From an optimization exercise on the open Yosys and OpenROAD flow, aimed at small area, a short achievable clock period and few clock cycles per item; shortcuts taken in it are not production practice. In this exercise RTL edits were held to simulation tests only and were not proved equivalent to the original. Power is estimated from default activity; no workload was simulated.

// JAM
module JAM (
    input CLK,
    input RST,
    output reg [2:0] W,
    output reg [2:0] J,
    input [6:0] Cost,
    output reg [3:0] MatchCount,
    output reg [9:0] MinCost,
    output reg Valid );
Size in the first run: ~30 I/O pins, about 0.022 sq mm of cells after synthesis.
clock: 4.0 ns
lec_check: 0
cap_margin: 20
core_margin: 2
core_utilization: 40
cts_cluster_diameter: 100
cts_cluster_size: 25
place_density: 0.65
slew_margin: 20
run.sh (not shown) runs the stock make flow with config.mk's settings and CLKGATE_MAP_FILE= SYNTH_SCRIPT=/design/flow/synth_recipe.tcl, a recipe that flattens the netlist after the stock synthesis.
Testbench counts at the start, summed over its fixed seeds: cycles 4,584, tables 18.
Rerun with:
PLACE_DENSITY = not set   (was 0.65)
The changed run ran to the end with no violations.
Die area stays the same.
Maximum frequency came out higher by 2.2%.
Via count is lower by 1.5%.
Design area drops by 1.4%.
Global-route usage went down by 0.62 points.
Worst setup slack is better by 0.083 ns.
Sequential share of layout area climbs by 0.51 points.
Critical path depth is lower by 5.
Rerun with:
CTS_CLUSTER_SIZE = 20   (was 25)
Routed wire length rose by 0.39%.
Worst setup slack improved by 0.033 ns.
Area after synthesis stays the same.
Fmax rose by 0.87%.
Worst hold slack improved by 0.026 ns.
Global-route usage is about the same.
Final area is about the same.
Via count rose by 0.79%.
Count of clock-buffer cells in the layout rose by 6.
Rerun with:
CTS_CLUSTER_DIAMETER = 140   (was 100)
The new run finished clean.
Wire length barely changes.
Final cell count is about the same.
Core utilization falls by 0.23 points.
Cell area falls by 0.51%.
Die area does not change.
Power falls by 0.94%.
Clock-buffer cell count stays the same.
Critical path depth falls by 8.
Rerun with:
CTS_CLUSTER_DIAMETER = 100   (was 140)
CTS_CLUSTER_SIZE = 15   (was 20)
The changed run finished clean.
Area after synthesis stays the same.
Global-route usage goes up by 0.14 points.
Die area stays the same.
Total power goes up by 2.5%.
Routed wire length barely changes.
Non-clock buffer count is unchanged.
Core utilization rose by 0.51 points.
Maximum frequency fell by 0.34%.
Rerun with:
CORE_UTILIZATION = 45   (was 40)
CTS_CLUSTER_SIZE = 20   (was 15)
Result: Power drops by 0.53%. Critical path depth climbs by 7. Non-clock buffer count rises by 7. Utilization climbs by 5.4 points. Worst setup slack gets better by 0.051 ns. Cell count went down by 2.7%. Clock skew hardly moves. Via count goes down by 0.60%. Clock power drops by 7.9%.

---

JAM, a different RTL version from the one above (not shown whole).
Size in the first run: roughly 2400 cells after synthesis, roughly 310 flip-flops, ~30 I/O pins.
export LEC_CHECK = 0
export CAP_MARGIN = 20
export CORE_MARGIN = 2
export CORE_UTILIZATION = 40
export CTS_CLUSTER_DIAMETER = 100
export CTS_CLUSTER_SIZE = 30
export PLACE_DENSITY = 0.7
export SLEW_MARGIN = 20
create_clock -name core_clock -period 4.0 [get_ports {CLK}]
Testbench counts at the start, summed over its fixed seeds: cycles 4,571, tables 18.
Change:
Settings changed: CTS_CLUSTER_DIAMETER 100 to default, CTS_CLUSTER_SIZE 30 to default, PLACE_DENSITY 0.7 to default.
=> Worst hold slack gets worse by 13 ps; area after synthesis does not change; via count falls by 0.31%.

---

The RTL this note starts from:
==> flow/design.v <==
module JAM (
    input CLK,
    input RST,
    output reg [2:0] W,
    output reg [2:0] J,
    input [6:0] Cost,
    output reg [3:0] MatchCount,
    output reg [9:0] MinCost,
    output reg Valid );
localparam [3:0] S_SCAN = 4'd0,   
                 S_WAIT = 4'd1,   
                 S_A0   = 4'd3,   
                 S_ADJ  = 4'd4,   
                 S_PRU  = 4'd5,   
                 S_DINI = 4'd6,   
                 S_DFS  = 4'd7,   
                 S_DONE = 4'd8;
localparam [1:0] T_NONE = 2'd0, T_SCAN = 2'd1, T_ADJ = 2'd2, T_A0 = 2'd3;
reg [3:0]  cs;
reg        fix;           
reg        wz;            
reg        adj_end;
reg        aug;           
reg [7:0]  wv   [0:7];    
reg [7:0]  mv   [0:7];    
reg [2:0]  way  [0:7];    
reg [2:0]  p    [0:7];    
reg [7:0]  mt;            
reg [7:0]  used;          
reg [2:0]  row;           
reg [3:0]  j0;            
reg [6:0]  dl;            
reg [9:0]  base;          
reg [7:0]  best;          
reg [2:0]  j1;            
reg [2:0]  jj;            
reg [1:0]  s1_tag;
reg [9:0]  s1_cb;         
reg [7:0]  s1_w;          
reg [7:0]  s1_corr;       
reg        s1_wb;
reg [2:0]  s1_col;
reg [1:0]  s2_tag;
reg [7:0]  s2_x;          
reg [7:0]  s2_m;
reg [2:0]  s2_col;
reg        s2_mt;         
reg        j1_mt;         
integer q;
function [3:0] next_free;
  input [7:0] u;
  input [3:0] from;
  integer n;
  begin
    next_free = 4'd8;
    for (n = 7; n >= 0; n = n - 1)
      if (!u[n] && n >= from) next_free = n;
  end
endfunction
function [2:0] lowest;
  input [7:0] m;
  integer n;
  begin
    lowest = 3'd0;
    for (n = 7; n >= 0; n = n - 1)
      if (m[n]) lowest = n;
  end
endfunction
function [3:0] nf_next;
  input [7:0] m;
  input [2:0] a;
  integer n;
  begin
    nf_next = 4'd8;
    for (n = 7; n >= 0; n = n - 1)
      if (m[n] && n > a) nf_next = n;
  end
endfunction
function [3:0] nf_prev;
  input [7:0] m;
  input [2:0] a;
  integer n;
  begin
    nf_prev = 4'd8;
    for (n = 0; n < 8; n = n + 1)
      if (m[n] && n < a) nf_prev = n;
  end
endfunction
function [9:0] add10c;
  input [9:0] a, b;
  input       cin;
  reg [9:0] p, g, pp, gg, p2, g2;
  integer i, d;
  begin
    p = a ^ b;
    g = a & b;
    g[0] = g[0] | (p[0] & cin);
    pp = p;
    gg = g;
    for (d = 1; d < 10; d = d * 2) begin
      p2 = pp;
      g2 = gg;
      for (i = 0; i < 10; i = i + 1)
        if (i >= d) begin
          g2[i] = gg[i] | (pp[i] & gg[i - d]);
          p2[i] = pp[i] & pp[i - d];
        end
      pp = p2;
      gg = g2;
    end
    add10c = p ^ {gg[8:0], cin};
  end
endfunction
function [9:0] add3c;
  input [9:0] a, b, c;
  input       cin1, cin2;
  begin
    add3c = add10c(a ^ b ^ c, {(a[8:0] & b[8:0]) | (a[8:0] & c[8:0]) | (b[8:0] & c[8:0]), cin1}, cin2);
  end
endfunction
function lt8;
  input [7:0] a, b;
  reg r, e;
  integer i;
  begin
    r = 1'b0;
    e = 1'b1;
    for (i = 7; i >= 0; i = i - 1) begin
      r = r | (e & ~a[i] & b[i]);
      e = e & ~(a[i] ^ b[i]);
    end
    lt8 = r;
  end
endfunction
wire [3:0]  nf_scan  = next_free(fix ? 8'd0 : used, {1'b0, J} + 4'd1);
wire [3:0]  nf_first = next_free(used, 4'd0);
wire [9:0]  corr10 = add10c({3'd0, dl}, {2'b11, ~mv[J]}, 1'b1);
wire [9:0]  base_a0 = add3c({3'd0, dl}, {2'b11, ~wv[J]}, {3'b111, ~Cost}, 1'b1, 1'b1);
wire [9:0]  wnew10 = add10c({2'd0, s1_w}, {2'd0, s1_corr}, 1'b0);
wire [7:0]  wnew = wnew10[7:0];
wire [9:0]  x2   = add3c(s1_cb, {2'd0, s1_w}, {2'd0, s1_corr}, 1'b0, 1'b0);
wire [7:0]  xsat = s2_x[7] ? 8'hff : s2_x;
wire        xlt  = j0[3] | lt8(xsat, s2_m);
wire        xb   = lt8(xsat, best);
wire        mb   = lt8(s2_m, best);
wire        alt  = lt8(s2_x, best);
wire [7:0]  nmv3 = xlt ? xsat : s2_m;
wire        nbst = xlt ? xb : mb;
wire [7:0]  pbit = 8'd1 << p[s2_col];
wire        nlast = (s2_tag == T_SCAN) & nbst;
wire [7:0]  bestf = nlast ? nmv3 : best;
wire [2:0]  j1f   = nlast ? s2_col : j1;
wire        j1mtf = nlast ? s2_mt : j1_mt;
reg  [7:0]  alive, ina;
reg         pchg;         
integer a, b;
always @(*) begin
  for (a = 0; a < 8; a = a + 1) begin
    ina[a] = 1'b0;
    for (b = 0; b < 8; b = b + 1)
      if (b != a) ina[a] = ina[a] | (mv[b][a] & mt[b]);
    alive[a] = mt[a] & ina[a] & |(mv[a] & mt & ~(8'd1 << a));
  end
end
wire [2:0]  dj      = lowest(best);
wire [7:0]  dused_d = used | (8'd1 << dj);
wire [3:0]  lnext   = nf_next(mt, j1);
wire [2:0]  nf_lo   = lowest(mt);
wire [3:0]  lprev   = nf_prev(mt, j1);
wire [2:0]  cprev   = way[lprev[2:0]];
wire [7:0]  dused_b = used & ~(8'd1 << cprev);
wire [7:0]  gtmask  = 8'hfe << cprev;
wire        ddesc   = !lnext[3] && best != 8'd0;
wire [2:0]  ridx    = (cs == S_DINI) ? nf_lo : ddesc ? lnext[2:0] : lprev[2:0];
wire [7:0]  rrow    = mv[ridx];
always @(posedge CLK) begin
  if (s1_tag != T_NONE && s1_wb) wv[s1_col] <= wnew;
end
always @(posedge CLK or posedge RST) begin
  if (RST) begin
    cs <= S_SCAN;
    W <= 3'd0;
    J <= 3'd0;
    row <= 3'd0;
    j0 <= 4'd8;
    used <= 8'd0;
    mt <= 8'd0;
    dl <= 7'd0;
    base <= 10'd0;
    best <= 8'hff;
    fix <= 1'b1;
    wz <= 1'b1;
    aug <= 1'b0;
    adj_end <= 1'b0;
    s1_tag <= T_NONE;
    s2_tag <= T_NONE;
    MinCost <= 10'd0;
    MatchCount <= 4'd0;
    Valid <= 1'b0;
  end else begin
    s1_tag <= T_NONE;
    s1_cb <= add10c({3'd0, Cost}, base, 1'b0);
    s1_w <= wz ? 8'd0 : wv[J];
    s1_corr <= (fix & used[J]) ? corr10[7:0] : 8'd0;
    s1_wb <= (fix & used[J]) | wz;
    s1_col <= J;
    s2_tag <= s1_tag;
    s2_x <= (|x2[9:8]) ? 8'hff : x2[7:0];
    s2_m <= mv[s1_col];
    s2_col <= s1_col;
    s2_mt <= mt[s1_col];
    if (s2_tag == T_SCAN) begin
      mv[s2_col] <= nmv3;
      if (!j0[3] && xlt) way[s2_col] <= j0[2:0];
      if (nbst) begin
        best <= nmv3;
        j1 <= s2_col;
        j1_mt <= s2_mt;
      end
    end
    if (s2_tag == T_ADJ) begin
      if (s2_col == 3'd0 || alt) begin
        best <= s2_x;
        mt <= pbit;
      end else if (s2_x == best)
        mt <= mt | pbit;
      if (s2_col == 3'd7) begin
        mv[row] <= alt ? pbit :
                   (s2_x == best) ? (mt | pbit) : mt;
        row <= row + 3'd1;
      end
    end
    if (aug) begin
      if (way[jj] == jj) begin
        p[jj] <= row;
        row <= row + 3'd1;
        MinCost <= MinCost + {3'd0, dl};
        aug <= 1'b0;
      end else begin
        p[jj] <= p[way[jj]];
        jj <= way[jj];
      end
    end
    case (cs)
      S_SCAN: begin
        s1_tag <= T_SCAN;
        if (nf_scan[3]) begin
                cs <= S_WAIT;
        end else
          J <= nf_scan[2:0];
      end
      S_WAIT: begin
        if (s1_tag == T_NONE && adj_end) begin
          mt <= 8'hff;
          pchg <= 1'b1;
          cs <= S_PRU;
        end
        else if (s1_tag == T_NONE) begin
          best <= 8'hff;
          dl <= bestf[6:0];
          fix <= 1'b0;
          wz <= 1'b0;
          if (j0[3]) begin
            for (q = 0; q < 8; q = q + 1)
              way[q] <= q;
          end
          if (j1mtf) begin
            used <= (fix ? 8'd0 : used) | (8'd1 << j1f);
            j0 <= {1'b0, j1f};
            W <= p[j1f];
            J <= j1f;
            cs <= S_A0;
          end else begin
            if (fix) used <= 8'd0;
            mt[j1f] <= 1'b1;
            jj <= j1f;
            aug <= 1'b1;
            fix <= 1'b1;
            j0 <= 4'd8;
            base <= 10'd0;
            J <= 3'd0;
            if (row == 3'd7) begin
              W <= 3'd0;
              cs <= S_ADJ;
            end else begin
              W <= row + 3'd1;
              cs <= S_SCAN;
            end
          end
        end
      end
      S_A0: begin
        base <= base_a0;
        J <= nf_first[2:0];
        cs <= S_SCAN;
      end
      S_ADJ: if (!aug) begin
        s1_tag <= T_ADJ;
        J <= J + 3'd1;
        if (J == 3'd7) begin
          W <= W + 3'd1;
          fix <= 1'b0;
          if (W == 3'd7) begin
            adj_end <= 1'b1;
                    cs <= S_WAIT;
          end
        end
      end
      S_PRU: begin
        mt <= alive;
        used <= ~alive;
        pchg <= |(mt & ~alive);
        if (!pchg) begin
          MatchCount <= 4'd1;
          if (mt == 8'd0) begin
            Valid <= 1'b1;
            cs <= S_DONE;
          end else
            cs <= S_DINI;
        end
      end
      S_DINI: begin
        j1 <= nf_lo;
        best <= rrow & ~used;
        MatchCount <= 4'd0;
        cs <= S_DFS;
      end
      S_DFS: begin
        if (!lnext[3] && best != 8'd0) begin
          way[j1] <= dj;
          used <= dused_d;
          best <= rrow & ~dused_d;
          j1 <= lnext[2:0];
        end else begin
          if (lnext[3] && best != 8'd0) MatchCount <= MatchCount + 4'd1;
          if (lprev[3]) begin
            Valid <= 1'b1;
            cs <= S_DONE;
          end else begin
            used <= dused_b;
            best <= rrow & ~dused_b & gtmask;
            j1 <= lprev[2:0];
          end
        end
      end
      default: ;
    endcase
  end
end
endmodule
Settings: LEC_CHECK=0, CAP_MARGIN=20, CORE_MARGIN=2, CORE_UTILIZATION=50, CTS_CLUSTER_DIAMETER=100, CTS_CLUSTER_SIZE=20, PLACE_DENSITY=0.65, SLEW_MARGIN=20; clock period 4.0 ns.
Testbench counts at the start, summed over its fixed seeds: cycles 4,584, tables 18.
Edit:
--- a/flow/config.mk
+++ b/flow/config.mk
@@ -13 +12,0 @@
-export PLACE_DENSITY = 0.65
=> Non-clock buffer count climbs by 18. Setup slack gains 0.025 ns. Clock skew climbs by 0.0062 ns. Final cell count climbs by 0.69%. Hold slack loses 0.026 ns. Register-to-register slack gains 0.02 ns. Via count climbs by 2.1%. Global-route usage climbs by 0.82 points. Sequential share of layout area drops by 0.25 points.

## afterwards: timing with drivers on the ports
The flow's constraints put no driver on any port. The routed layouts listed below were extracted and timed again, unchanged, in two steps. Step 1 sets driving cells, clkbuf_16 on the clock port and buf_2 on the other inputs (assumed; they add their load-dependent delay and slew). Step 2 adds t to the input delays and takes it off the output delays; t is the mean of the earliest and latest rising clock arrival at the registers after step 1. Input paths then give back, and output paths get back, about the clock's delay inside the block. Slacks: ideal / step 1 / step 2; pairs: ideal / step 1.
run	t (ns)	setup slack, ns	worst setup path at the end
the first run of note 1	0.624	0.085 / 0.085 / 0.085	register to register
the second run of note 1	0.612	0.169 / 0.169 / 0.169	register to register
the third run of note 1	0.611	0.202 / 0.202 / 0.202	register to register
the fourth run of note 1	0.607	0.186 / 0.186 / 0.186	register to register
the fifth run of note 1	0.624	0.173 / 0.173 / 0.173	register to register
the sixth run of note 1	0.622	0.224 / 0.224 / 0.224	register to register
the first run of note 2	0.627	0.085 / 0.085 / 0.085	register to register
the second run of note 2	0.641	0.179 / 0.179 / 0.179	register to register
the first run of note 3	0.622	0.234 / 0.234 / 0.230	input to register
the second run of note 3	0.617	0.259 / 0.259 / 0.259	register to register
After both steps setup and hold are still met in every run listed. For the first run of note 3, which loses most, drivers alone change the setup slack by 0.000 ns; drivers and shift together by -0.004 ns.
